Source: an optimization exercise on an open RTL-to-GDS flow (aim: small area, a short achievable clock period and few clock cycles). Production flows keep margins and buffers that such runs may drop. At most, simulation tests tie the RTL to the original design; equivalence was not proved. Power and IR drop assume default switching activity.

==> inputs of try-delta <==
==> flow/design.v <==
module reg_file (
	input			clk,
	input			clr,
	input			we,
	input	[2:0]	wa,
	input	[15:0]	wd,
	input	[7:1]	s1,
	output	[15:0]	rd1,
	input	[7:1]	s2,
	output	[15:0]	rd2
);
reg [15:0] R [1:7];
wire [15:0] wdz = clr ? 16'd0 : wd;
genvar i;
generate for (i = 1; i < 8; i = i + 1) begin : g
	always @(posedge clk)
		if (clr || (we && wa == i)) R[i] <= wdz;
end endgenerate
assign rd1 = ({16{s1[1]}} & R[1]) | ({16{s1[2]}} & R[2]) | ({16{s1[3]}} & R[3])
           | ({16{s1[4]}} & R[4]) | ({16{s1[5]}} & R[5]) | ({16{s1[6]}} & R[6])
           | ({16{s1[7]}} & R[7]);
assign rd2 = ({16{s2[1]}} & R[1]) | ({16{s2[2]}} & R[2]) | ({16{s2[3]}} & R[3])
           | ({16{s2[4]}} & R[4]) | ({16{s2[5]}} & R[5]) | ({16{s2[6]}} & R[6])
           | ({16{s2[7]}} & R[7]);
endmodule
module alu (
	input	[15:0]	a,
	input	[15:0]	b2,		 
	input	[15:0]	imm,
	input			bp,
	input			bn,
	input			bi,
	input			sub,
	input			s_add,		 
	input			s_and,
	input			s_or,
	input			s_xor,
	input			s_sll,
	input			s_sra,
	input			s_srl,
	output	[15:0]	r
);
wire [15:0] bx = ({16{bp}} & b2) | ({16{bn}} & ~b2) | ({16{bi}} & imm);
wire [15:0] g0 = a & bx;
wire [15:0] p0 = a ^ bx;
wire [15:0] g [0:4];
wire [15:0] p [0:4];
assign g[0] = {g0[15:1], g0[0] | (p0[0] & sub)};
assign p[0] = p0;
genvar l, i;
generate for (l = 0; l < 4; l = l + 1) begin : lv
	for (i = 0; i < 16; i = i + 1) begin : bt
		if (i >= (1 << l)) begin : c
			assign g[l+1][i] = g[l][i] | (p[l][i] & g[l][i - (1 << l)]);
			assign p[l+1][i] = p[l][i] & p[l][i - (1 << l)];
		end else begin : n
			assign g[l+1][i] = g[l][i];
			assign p[l+1][i] = p[l][i];
		end
	end
end endgenerate
wire [15:0] cin = {g[4][14:0], sub};
wire big = |b2[15:4];
wire [15:0] ar;
generate for (i = 0; i < 16; i = i + 1) begin : rv
	assign ar[i] = a[15-i];
end endgenerate
wire fill = s_sra & a[15];
wire [15:0] sin = s_sll ? ar : a;
wire signed [16:0] sx = {fill, sin};
wire [16:0] sr = sx >>> b2[3:0];
wire [15:0] sh = big ? {16{fill}} : sr[15:0];
wire [15:0] shl;
generate for (i = 0; i < 16; i = i + 1) begin : rv2
	assign shl[i] = sh[15-i];
end endgenerate
wire [15:0] other = ({16{s_and}} & (a & b2))
                  | ({16{s_or}}  & (a | b2))
                  | ({16{s_xor}} & (a ^ b2))
                  | ({16{s_sll}} & shl)
                  | ({16{s_sra | s_srl}} & sh);
assign r = s_add ? (p0 ^ cin) : other;
endmodule
module MIPS (
	input				clk,
	input				rst,
	output	[7:0]		imem_addr,
	input		[15:0]	imem_rdata,
	output	[15:0]	dmem_addr,
	output	[15:0]	dmem_wdata,
	output				dmem_we,
	input		[15:0]	dmem_rdata
);
reg  [7:1]	s1, s2;		 
reg			f1, f2;		 
reg			e_imm;		 
reg			e_bp;		 
reg  [5:0]	e_i6;		 
reg			e_sub, e_add, e_and, e_or, e_xor, e_sll, e_sra, e_srl;
reg			e_st, e_ld, e_wr, e_br;	 
reg  [2:0]	e_rd;
reg  [15:0]	res;
reg  [15:0]	sd;
reg			mwe, wbe, mld;
reg  [2:0]	mrd;
reg  [7:0]	pc;
wire [7:0]	pc1 = pc + 8'd1;
assign imem_addr = pc;
wire [15:0]	ins = imem_rdata;
wire [3:0]	op  = ins[15:12];
wire [2:0]	rd  = ins[11:9];
wire [2:0]	rs1 = ins[8:6];
wire [2:0]	rs2 = ins[5:3];
wire [7:0]	tgt = pc1 + {{2{ins[5]}}, ins[5:0]};
wire d_alu  = (op >= 4'd1) && (op <= 4'd8);
wire d_addi = op == 4'd9;
wire d_ld   = op == 4'd10;
wire d_st   = op == 4'd11;
wire d_br   = op == 4'd12;
wire d_use1 = d_alu | d_addi | d_ld | d_st | d_br;
wire d_use2 = d_alu | d_st;
wire rd_nz  = rd != 3'd0;
wire d_wr   = (d_alu | d_addi | d_ld) & rd_nz;
wire br0    = d_br & (rs1 == 3'd0);
wire [2:0]	ra2 = d_st ? rd : rs2;
wire e_fw   = e_wr & !e_ld;
wire m1     = d_use1 && (rs1 == e_rd);
wire m2     = d_use2 && (ra2 == e_rd);
wire [7:0]	oh1 = d_use1 ? (8'd1 << rs1) : 8'd0;
wire [7:0]	oh2 = d_use2 ? (8'd1 << ra2) : 8'd0;
wire [15:0]	r1, r2;
wire [15:0]	wd = mld ? dmem_rdata : res;
reg			rf_clr;
always @(posedge clk) rf_clr <= rst;
reg_file rf (.clk(clk), .clr(rf_clr), .we(wbe), .wa(mrd), .wd(wd),
	.s1(s1), .rd1(r1), .s2(s2), .rd2(r2));
wire [15:0]	a  = r1 | ({16{f1}} & res);
wire [15:0]	b2 = r2 | ({16{f2}} & res);
wire [15:0]	r;
alu alu_u (.a(a), .b2(b2), .imm({{10{e_i6[5]}}, e_i6}), .bp(e_bp), .bn(e_sub), .bi(e_imm),
	.sub(e_sub), .s_add(e_add), .s_and(e_and), .s_or(e_or),
	.s_xor(e_xor), .s_sll(e_sll), .s_sra(e_sra), .s_srl(e_srl), .r(r));
wire stall = (m1 || m2) && e_ld;
wire [7:0]	e_tgt = pc + {{2{e_i6[5]}}, e_i6};
wire taken = e_br && (a == 16'd0);
wire kill  = rst || taken || stall;	 
always @(posedge clk) begin
	if (rst)
		pc <= 8'd0;
	else if (taken)
		pc <= e_tgt;	 
	else if (!stall)
		pc <= br0 ? tgt : pc1;
end
always @(posedge clk) begin
	if (kill) begin
		e_st <= 1'b0; e_ld <= 1'b0; e_wr <= 1'b0; e_br <= 1'b0;
	end else begin
		e_st  <= d_st;
		e_ld  <= d_ld && rd_nz;
		e_wr  <= d_wr;
		e_br  <= d_br && !br0;
	end
	f1 <= m1 && e_fw;
	f2 <= m2 && e_fw;
	s1 <= (m1 && e_fw) ? 7'd0 : oh1[7:1];
	s2 <= (m2 && e_fw) ? 7'd0 : oh2[7:1];
	e_sub <= op == 4'd2;
	e_bp  <= op == 4'd1;
	e_add <= op == 4'd1 || op == 4'd2 || d_addi || d_ld || d_st;
	e_and <= op == 4'd3;
	e_or  <= op == 4'd4;
	e_xor <= op == 4'd5;
	e_sll <= op == 4'd6;
	e_sra <= op == 4'd7;
	e_srl <= op == 4'd8;
	begin
		e_imm <= d_addi | d_ld | d_st;
		e_i6  <= ins[5:0];
		e_rd  <= rd;
	end
end
always @(posedge clk) begin
	if (rst) begin
		mwe <= 1'b0;
		wbe <= 1'b0;
		mld <= 1'b0;
	end else begin
		mwe <= e_st;
		wbe <= e_wr;
		mld <= e_ld;
	end
	res <= r;
	sd  <= b2;
	mrd <= e_rd;
end
assign dmem_addr  = res;
assign dmem_wdata = sd;
assign dmem_we    = mwe;
endmodule
==> flow/flow/run.sh <==
#!/bin/bash
# The standard layout, with plain buffers (not delay cells) on the ports.
set -euo pipefail
bash standard.sh BUFFER_PORTS_ARGS="-buffer_cell sky130_fd_sc_hd__buf_2" finish > standard.log 2>&1
==> flow/standard.sh <==
#!/bin/bash
# synth_recipe.tcl (not shown) runs the flow's synth.tcl, then flattens the netlist and writes it again
# the make line also repeats each setting of config.mk as NAME=value (left out here)
make -C /OpenROAD-flow-scripts/flow DESIGN_CONFIG=/design/flow/config.mk WORK_HOME=/design/flow/orfs CLKGATE_MAP_FILE= SYNTH_SCRIPT=/design/flow/synth_recipe.tcl "${@:-finish}"
==> flow/config.mk <==
export PLATFORM = sky130hd
export DESIGN_NAME = MIPS
export DESIGN_NICKNAME = MIPS
export VERILOG_FILES = /design/flow/design.v
export SDC_FILE = /design/flow/constraint.sdc
export NUM_CORES = 4
export LEC_CHECK = 0
export ABC_AREA = 1
export CAP_MARGIN = 20
export CORE_MARGIN = 2
export CORE_UTILIZATION = 40
export PLACE_DENSITY = 0.6
export SETUP_SLACK_MARGIN = 5
export SLEW_MARGIN = 20
==> flow/constraint.sdc <==
create_clock -name core_clock -period 8.0 [get_ports {clk}]
set_input_delay 1.6000 -clock core_clock [delete_from_list [all_inputs] [get_ports {clk}]]
set_output_delay 1.6000 -clock core_clock [all_outputs]
set_load 0.01 [all_outputs]
==> try-tundra (differences from try-delta) <==
--- a/flow/design.v
+++ b/flow/design.v
@@ -31,14 +31,14 @@
 	input			bn,
 	input			bi,
 	input			sub,
-	input			s_add,		 
 	input			s_and,
 	input			s_or,
 	input			s_xor,
 	input			s_sll,
 	input			s_sra,
 	input			s_srl,
-	output	[15:0]	r
+	output	[15:0]	sum,		 
+	output	[15:0]	other		 
 );
 wire [15:0] bx = ({16{bp}} & b2) | ({16{bn}} & ~b2) | ({16{bi}} & imm);
 wire [15:0] g0 = a & bx;
@@ -74,12 +74,12 @@
 generate for (i = 0; i < 16; i = i + 1) begin : rv2
 	assign shl[i] = sh[15-i];
 end endgenerate
-wire [15:0] other = ({16{s_and}} & (a & b2))
+assign other = ({16{s_and}} & (a & b2))
                   | ({16{s_or}}  & (a | b2))
                   | ({16{s_xor}} & (a ^ b2))
                   | ({16{s_sll}} & shl)
                   | ({16{s_sra | s_srl}} & sh);
-assign r = s_add ? (p0 ^ cin) : other;
+assign sum = p0 ^ cin;
 endmodule
 module MIPS (
 	input				clk,
@@ -99,7 +99,11 @@
 reg			e_sub, e_add, e_and, e_or, e_xor, e_sll, e_sra, e_srl;
 reg			e_st, e_ld, e_wr, e_br;	 
 reg  [2:0]	e_rd;
-reg  [15:0]	res;
+reg  [7:0]	e_tgt;		 
+reg  [15:0]	res_s;		 
+reg  [15:0]	res_o;		 
+reg			m_add;		 
+wire [15:0]	res = m_add ? res_s : res_o;
 reg  [15:0]	sd;
 reg			mwe, wbe, mld;
 reg  [2:0]	mrd;
@@ -136,19 +140,18 @@
 	.s1(s1), .rd1(r1), .s2(s2), .rd2(r2));
 wire [15:0]	a  = r1 | ({16{f1}} & res);
 wire [15:0]	b2 = r2 | ({16{f2}} & res);
-wire [15:0]	r;
+wire [15:0]	sum, other;
 alu alu_u (.a(a), .b2(b2), .imm({{10{e_i6[5]}}, e_i6}), .bp(e_bp), .bn(e_sub), .bi(e_imm),
-	.sub(e_sub), .s_add(e_add), .s_and(e_and), .s_or(e_or),
-	.s_xor(e_xor), .s_sll(e_sll), .s_sra(e_sra), .s_srl(e_srl), .r(r));
+	.sub(e_sub), .s_and(e_and), .s_or(e_or),
+	.s_xor(e_xor), .s_sll(e_sll), .s_sra(e_sra), .s_srl(e_srl), .sum(sum), .other(other));
 wire stall = (m1 || m2) && e_ld;
-wire [7:0]	e_tgt = pc + {{2{e_i6[5]}}, e_i6};
 wire taken = e_br && (a == 16'd0);
 wire kill  = rst || taken || stall;	 
 always @(posedge clk) begin
 	if (rst)
 		pc <= 8'd0;
 	else if (taken)
-		pc <= e_tgt;	 
+		pc <= e_tgt;
 	else if (!stall)
 		pc <= br0 ? tgt : pc1;
 end
@@ -178,6 +181,7 @@
 		e_imm <= d_addi | d_ld | d_st;
 		e_i6  <= ins[5:0];
 		e_rd  <= rd;
+		e_tgt <= tgt;
 	end
 end
 always @(posedge clk) begin
@@ -190,11 +194,13 @@
 		wbe <= e_wr;
 		mld <= e_ld;
 	end
-	res <= r;
+	res_s <= sum;
+	res_o <= other;
+	m_add <= e_add;
 	sd  <= b2;
 	mrd <= e_rd;
 end
-assign dmem_addr  = res;
+assign dmem_addr  = res_s;
 assign dmem_wdata = sd;
 assign dmem_we    = mwe;
 endmodule
==> try-nickel (differences from try-delta) <==
--- a/flow/design.v
+++ b/flow/design.v
@@ -1,6 +1,6 @@
 module reg_file (
 	input			clk,
-	input			clr,
+	input			rst,
 	input			we,
 	input	[2:0]	wa,
 	input	[15:0]	wd,
@@ -10,11 +10,11 @@
 	output	[15:0]	rd2
 );
 reg [15:0] R [1:7];
-wire [15:0] wdz = clr ? 16'd0 : wd;
+wire [15:0] wdz = rst ? 16'd0 : wd;
 genvar i;
 generate for (i = 1; i < 8; i = i + 1) begin : g
 	always @(posedge clk)
-		if (clr || (we && wa == i)) R[i] <= wdz;
+		if (rst || (we && wa == i)) R[i] <= wdz;
 end endgenerate
 assign rd1 = ({16{s1[1]}} & R[1]) | ({16{s1[2]}} & R[2]) | ({16{s1[3]}} & R[3])
            | ({16{s1[4]}} & R[4]) | ({16{s1[5]}} & R[5]) | ({16{s1[6]}} & R[6])
@@ -79,7 +79,9 @@
                   | ({16{s_xor}} & (a ^ b2))
                   | ({16{s_sll}} & shl)
                   | ({16{s_sra | s_srl}} & sh);
-assign r = s_add ? (p0 ^ cin) : other;
+wire [15:0] r0 = s_add ? p0 : other;
+wire [15:0] r1 = s_add ? ~p0 : other;
+assign r = (cin & r1) | (~cin & r0);
 endmodule
 module MIPS (
 	input				clk,
@@ -99,6 +101,7 @@
 reg			e_sub, e_add, e_and, e_or, e_xor, e_sll, e_sra, e_srl;
 reg			e_st, e_ld, e_wr, e_br;	 
 reg  [2:0]	e_rd;
+reg  [7:0]	e_tgt;		 
 reg  [15:0]	res;
 reg  [15:0]	sd;
 reg			mwe, wbe, mld;
@@ -130,9 +133,7 @@
 wire [7:0]	oh2 = d_use2 ? (8'd1 << ra2) : 8'd0;
 wire [15:0]	r1, r2;
 wire [15:0]	wd = mld ? dmem_rdata : res;
-reg			rf_clr;
-always @(posedge clk) rf_clr <= rst;
-reg_file rf (.clk(clk), .clr(rf_clr), .we(wbe), .wa(mrd), .wd(wd),
+reg_file rf (.clk(clk), .rst(rst), .we(wbe), .wa(mrd), .wd(wd),
 	.s1(s1), .rd1(r1), .s2(s2), .rd2(r2));
 wire [15:0]	a  = r1 | ({16{f1}} & res);
 wire [15:0]	b2 = r2 | ({16{f2}} & res);
@@ -141,43 +142,46 @@
 	.sub(e_sub), .s_add(e_add), .s_and(e_and), .s_or(e_or),
 	.s_xor(e_xor), .s_sll(e_sll), .s_sra(e_sra), .s_srl(e_srl), .r(r));
 wire stall = (m1 || m2) && e_ld;
-wire [7:0]	e_tgt = pc + {{2{e_i6[5]}}, e_i6};
 wire taken = e_br && (a == 16'd0);
 wire kill  = rst || taken || stall;	 
 always @(posedge clk) begin
 	if (rst)
 		pc <= 8'd0;
 	else if (taken)
-		pc <= e_tgt;	 
+		pc <= e_tgt;
 	else if (!stall)
 		pc <= br0 ? tgt : pc1;
 end
 always @(posedge clk) begin
 	if (kill) begin
+		s1 <= 7'd0; s2 <= 7'd0; f1 <= 1'b0; f2 <= 1'b0;
+		e_sub <= 1'b0; e_bp <= 1'b0; e_add <= 1'b0; e_and <= 1'b0; e_or <= 1'b0; e_xor <= 1'b0;
+		e_sll <= 1'b0; e_sra <= 1'b0; e_srl <= 1'b0;
 		e_st <= 1'b0; e_ld <= 1'b0; e_wr <= 1'b0; e_br <= 1'b0;
 	end else begin
+		f1 <= m1 && e_fw;
+		f2 <= m2 && e_fw;
+		s1 <= (m1 && e_fw) ? 7'd0 : oh1[7:1];
+		s2 <= (m2 && e_fw) ? 7'd0 : oh2[7:1];
+		e_sub <= op == 4'd2;
+		e_bp  <= op == 4'd1;
+		e_add <= op == 4'd1 || op == 4'd2 || d_addi || d_ld || d_st;
+		e_and <= op == 4'd3;
+		e_or  <= op == 4'd4;
+		e_xor <= op == 4'd5;
+		e_sll <= op == 4'd6;
+		e_sra <= op == 4'd7;
+		e_srl <= op == 4'd8;
 		e_st  <= d_st;
 		e_ld  <= d_ld && rd_nz;
 		e_wr  <= d_wr;
 		e_br  <= d_br && !br0;
 	end
-	f1 <= m1 && e_fw;
-	f2 <= m2 && e_fw;
-	s1 <= (m1 && e_fw) ? 7'd0 : oh1[7:1];
-	s2 <= (m2 && e_fw) ? 7'd0 : oh2[7:1];
-	e_sub <= op == 4'd2;
-	e_bp  <= op == 4'd1;
-	e_add <= op == 4'd1 || op == 4'd2 || d_addi || d_ld || d_st;
-	e_and <= op == 4'd3;
-	e_or  <= op == 4'd4;
-	e_xor <= op == 4'd5;
-	e_sll <= op == 4'd6;
-	e_sra <= op == 4'd7;
-	e_srl <= op == 4'd8;
 	begin
 		e_imm <= d_addi | d_ld | d_st;
 		e_i6  <= ins[5:0];
 		e_rd  <= rd;
+		e_tgt <= tgt;
 	end
 end
 always @(posedge clk) begin
- ABC_AREA: 1 -> default
==> try-harbor (differences from try-delta) <==
==> flow/design.v (replaced) <==
module reg_file (
	input			clk,
	input			rst,
	input			we,
	input	[2:0]	wa,
	input	[15:0]	wd,
	input	[7:1]	s1,
	output	[15:0]	rd1,
	input	[7:1]	s2,
	output	[15:0]	rd2
);
reg [15:0] R [1:7];
wire [15:0] wdz = rst ? 16'd0 : wd;
genvar i;
generate for (i = 1; i < 8; i = i + 1) begin : g
	always @(posedge clk)
		if (rst || (we && wa == i)) R[i] <= wdz;
end endgenerate
assign rd1 = ({16{s1[1]}} & R[1]) | ({16{s1[2]}} & R[2]) | ({16{s1[3]}} & R[3])
           | ({16{s1[4]}} & R[4]) | ({16{s1[5]}} & R[5]) | ({16{s1[6]}} & R[6])
           | ({16{s1[7]}} & R[7]);
assign rd2 = ({16{s2[1]}} & R[1]) | ({16{s2[2]}} & R[2]) | ({16{s2[3]}} & R[3])
           | ({16{s2[4]}} & R[4]) | ({16{s2[5]}} & R[5]) | ({16{s2[6]}} & R[6])
           | ({16{s2[7]}} & R[7]);
endmodule
module alu (
	input	[15:0]	a,
	input	[15:0]	b,
	input			sub,
	input			s_add,		 
	input			s_and,
	input			s_or,
	input			s_xor,
	input			s_sll,
	input			s_sra,
	input			s_srl,
	output	[15:0]	r,
	output	[15:0]	sum
);
wire [15:0] bx = b ^ {16{sub}};
wire [15:0] g0 = a & bx;
wire [15:0] p0 = a ^ bx;
wire [15:0] g [0:4];
wire [15:0] p [0:4];
assign g[0] = {g0[15:1], g0[0] | (p0[0] & sub)};
assign p[0] = p0;
genvar l, i;
generate for (l = 0; l < 4; l = l + 1) begin : lv
	for (i = 0; i < 16; i = i + 1) begin : bt
		if ((i >> l) & 1) begin : c
			localparam integer j = ((i >> l) << l) - 1;
			assign g[l+1][i] = g[l][i] | (p[l][i] & g[l][j]);
			assign p[l+1][i] = p[l][i] & p[l][j];
		end else begin : n
			assign g[l+1][i] = g[l][i];
			assign p[l+1][i] = p[l][i];
		end
	end
end endgenerate
wire [15:0] cin = {g[4][14:0], sub};
assign sum = p0 ^ cin;
wire big = |b[15:4];
wire [15:0] ar;
generate for (i = 0; i < 16; i = i + 1) begin : rv
	assign ar[i] = a[15-i];
end endgenerate
wire fill = s_sra & a[15];
wire [15:0] sin = s_sll ? ar : a;
wire signed [16:0] sx = {fill, sin};
wire [16:0] sr = sx >>> b[3:0];
wire [15:0] sh = big ? {16{fill}} : sr[15:0];
wire [15:0] shl;
generate for (i = 0; i < 16; i = i + 1) begin : rv2
	assign shl[i] = sh[15-i];
end endgenerate
assign r = ({16{s_add}} & sum)
         | ({16{s_and}} & (a & b))
         | ({16{s_or}}  & (a | b))
         | ({16{s_xor}} & (a ^ b))
         | ({16{s_sll}} & shl)
         | ({16{s_sra | s_srl}} & sh);
endmodule
module MIPS (
	input				clk,
	input				rst,
	output	[7:0]		imem_addr,
	input		[15:0]	imem_rdata,
	output	[15:0]	dmem_addr,
	output	[15:0]	dmem_wdata,
	output				dmem_we,
	input		[15:0]	dmem_rdata
);
reg  [7:1]	s1, s2;		 
reg			f1, f2;		 
reg			e_imm;		 
reg  [5:0]	e_i6;		 
reg			e_sub, e_add, e_and, e_or, e_xor, e_sll, e_sra, e_srl;
reg			e_st, e_ld, e_wr, e_br;	 
reg  [2:0]	e_rd;
reg  [7:0]	e_tgt;		 
reg			e_stl;		 
reg  [15:0]	res;
reg  [15:0]	sd;
reg			mwe, wbe, mld;
reg  [2:0]	mrd;
reg  [7:0]	pc;
wire [7:0]	pc1 = pc + 8'd1;
assign imem_addr = pc;
wire [15:0]	ins = imem_rdata;
wire [3:0]	op  = ins[15:12];
wire [2:0]	rd  = ins[11:9];
wire [2:0]	rs1 = ins[8:6];
wire [2:0]	rs2 = ins[5:3];
wire [7:0]	tgt = pc1 + {{2{ins[5]}}, ins[5:0]};
wire d_alu  = (op >= 4'd1) && (op <= 4'd8);
wire d_addi = op == 4'd9;
wire d_ld   = op == 4'd10;
wire d_st   = op == 4'd11;
wire d_br   = op == 4'd12;
wire d_use1 = d_alu | d_addi | d_ld | d_st | d_br;
wire d_use2 = d_alu | d_st;
wire rd_nz  = rd != 3'd0;
wire d_wr   = (d_alu | d_addi | d_ld) & rd_nz;
wire br0    = d_br & (rs1 == 3'd0);
wire [2:0]	ra2 = d_st ? rd : rs2;
wire e_fw   = e_wr & !e_ld;
wire m1     = d_use1 && (rs1 == e_rd);
wire m2     = d_use2 && (ra2 == e_rd);
wire [7:0]	oh1 = d_use1 ? (8'd1 << rs1) : 8'd0;
wire [7:0]	oh2 = d_use2 ? (8'd1 << ra2) : 8'd0;
wire [15:0]	r1, r2;
wire [15:0]	wd = mld ? dmem_rdata : res;
reg_file rf (.clk(clk), .rst(rst), .we(wbe), .wa(mrd), .wd(wd),
	.s1(s1), .rd1(r1), .s2(s2), .rd2(r2));
wire [15:0]	a  = r1 | ({16{f1}} & res);
wire [15:0]	b2 = r2 | ({16{f2}} & res);
wire [15:0]	b  = e_imm ? {{10{e_i6[5]}}, e_i6} : b2;
wire [15:0]	r, sum;
alu alu_u (.a(a), .b(b), .sub(e_sub), .s_add(e_add), .s_and(e_and), .s_or(e_or),
	.s_xor(e_xor), .s_sll(e_sll), .s_sra(e_sra), .s_srl(e_srl), .r(r), .sum(sum));
wire stall = e_stl;
wire taken = e_br && (a == 16'd0) && !stall;
wire kill  = rst || taken;		 
always @(posedge clk) begin
	if (rst)
		pc <= 8'd0;
	else if (!stall)
		pc <= taken ? e_tgt : (br0 ? tgt : pc1);
end
always @(posedge clk) begin
	if (kill) begin
		s1 <= 7'd0; s2 <= 7'd0; f1 <= 1'b0; f2 <= 1'b0;
		e_sub <= 1'b0; e_add <= 1'b0; e_and <= 1'b0; e_or <= 1'b0; e_xor <= 1'b0;
		e_sll <= 1'b0; e_sra <= 1'b0; e_srl <= 1'b0;
		e_st <= 1'b0; e_ld <= 1'b0; e_wr <= 1'b0; e_br <= 1'b0; e_stl <= 1'b0;
	end else if (stall) begin
		e_stl <= 1'b0;
	end else begin
		f1 <= m1 && e_fw;
		f2 <= m2 && e_fw;
		s1 <= (m1 && e_fw) ? 7'd0 : oh1[7:1];
		s2 <= (m2 && e_fw) ? 7'd0 : oh2[7:1];
		e_stl <= ((m1 || m2) && e_wr && e_ld);
		e_sub <= op == 4'd2;
		e_add <= op == 4'd1 || op == 4'd2 || d_addi || d_ld || d_st;
		e_and <= op == 4'd3;
		e_or  <= op == 4'd4;
		e_xor <= op == 4'd5;
		e_sll <= op == 4'd6;
		e_sra <= op == 4'd7;
		e_srl <= op == 4'd8;
		e_st  <= d_st;
		e_ld  <= d_ld && rd_nz;
		e_wr  <= d_wr;
		e_br  <= d_br && !br0;
	end
	if (!stall) begin
		e_imm <= d_addi | d_ld | d_st;
		e_i6  <= ins[5:0];
		e_rd  <= rd;
		e_tgt <= tgt;
	end
end
always @(posedge clk) begin
	if (rst) begin
		mwe <= 1'b0;
		wbe <= 1'b0;
		mld <= 1'b0;
	end else begin
		mwe <= e_st && !stall;
		wbe <= e_wr && !stall;
		mld <= e_ld && !stall;
	end
	res <= r;
	sd  <= b2;
	mrd <= e_rd;
end
assign dmem_addr  = res;
assign dmem_wdata = sd;
assign dmem_we    = mwe;
endmodule
- ABC_AREA: 1 -> default
==> results.txt <==
In try-nickel the die area is smaller than in try-harbor, by 5.3%. The lowest worst hold slack belongs to try-tundra, the highest to try-harbor. Clock power: try-delta < try-nickel < try-harbor < try-tundra. Clock-buffer cell count: try-tundra is higher than try-harbor (8). Between try-delta and try-harbor, the lower cell count is in try-harbor (gap 24%, measured against try-harbor). Wire length: try-tundra > try-harbor > try-nickel > try-delta.
Testbench counts of try-harbor, summed over its fixed seeds: cycles 58,788.
No functional check of the RTL was part of try-delta, try-tundra and try-nickel.

## separate check: timing with driven ports
The results above use ideal ports. As a check the final layouts listed here were re-extracted and re-timed, cells and wires unchanged.
Step 1 assumes that a clkbuf_16 drives the clock port and a buf_2 every other input.
Step 2 times the ports against the registers' clock, not the clock port: input delays grow and output delays shrink by t, the midpoint of the rising clock arrivals with the driver on.
Three values: ideal ports, drivers, drivers and shift; two values: the first two.
run | t, ns | setup WS [ns] | worst register clock-pin slew, ns
try-delta | 0.494 | 5.018 / 5.018 / 4.699 | 0.08 / 0.08
try-tundra | 0.577 | 4.750 / 4.750 / 4.613 | 0.07 / 0.07
try-nickel | 0.553 | 4.317 / 4.317 / 4.317 | 0.06 / 0.06
try-harbor | 0.566 | 4.568 / 4.568 / 4.487 | 0.06 / 0.06
After both steps setup and hold are still met in every run listed. For try-delta, which loses most, drivers alone change the setup slack by 0.000 ns; drivers and shift together by -0.319 ns.
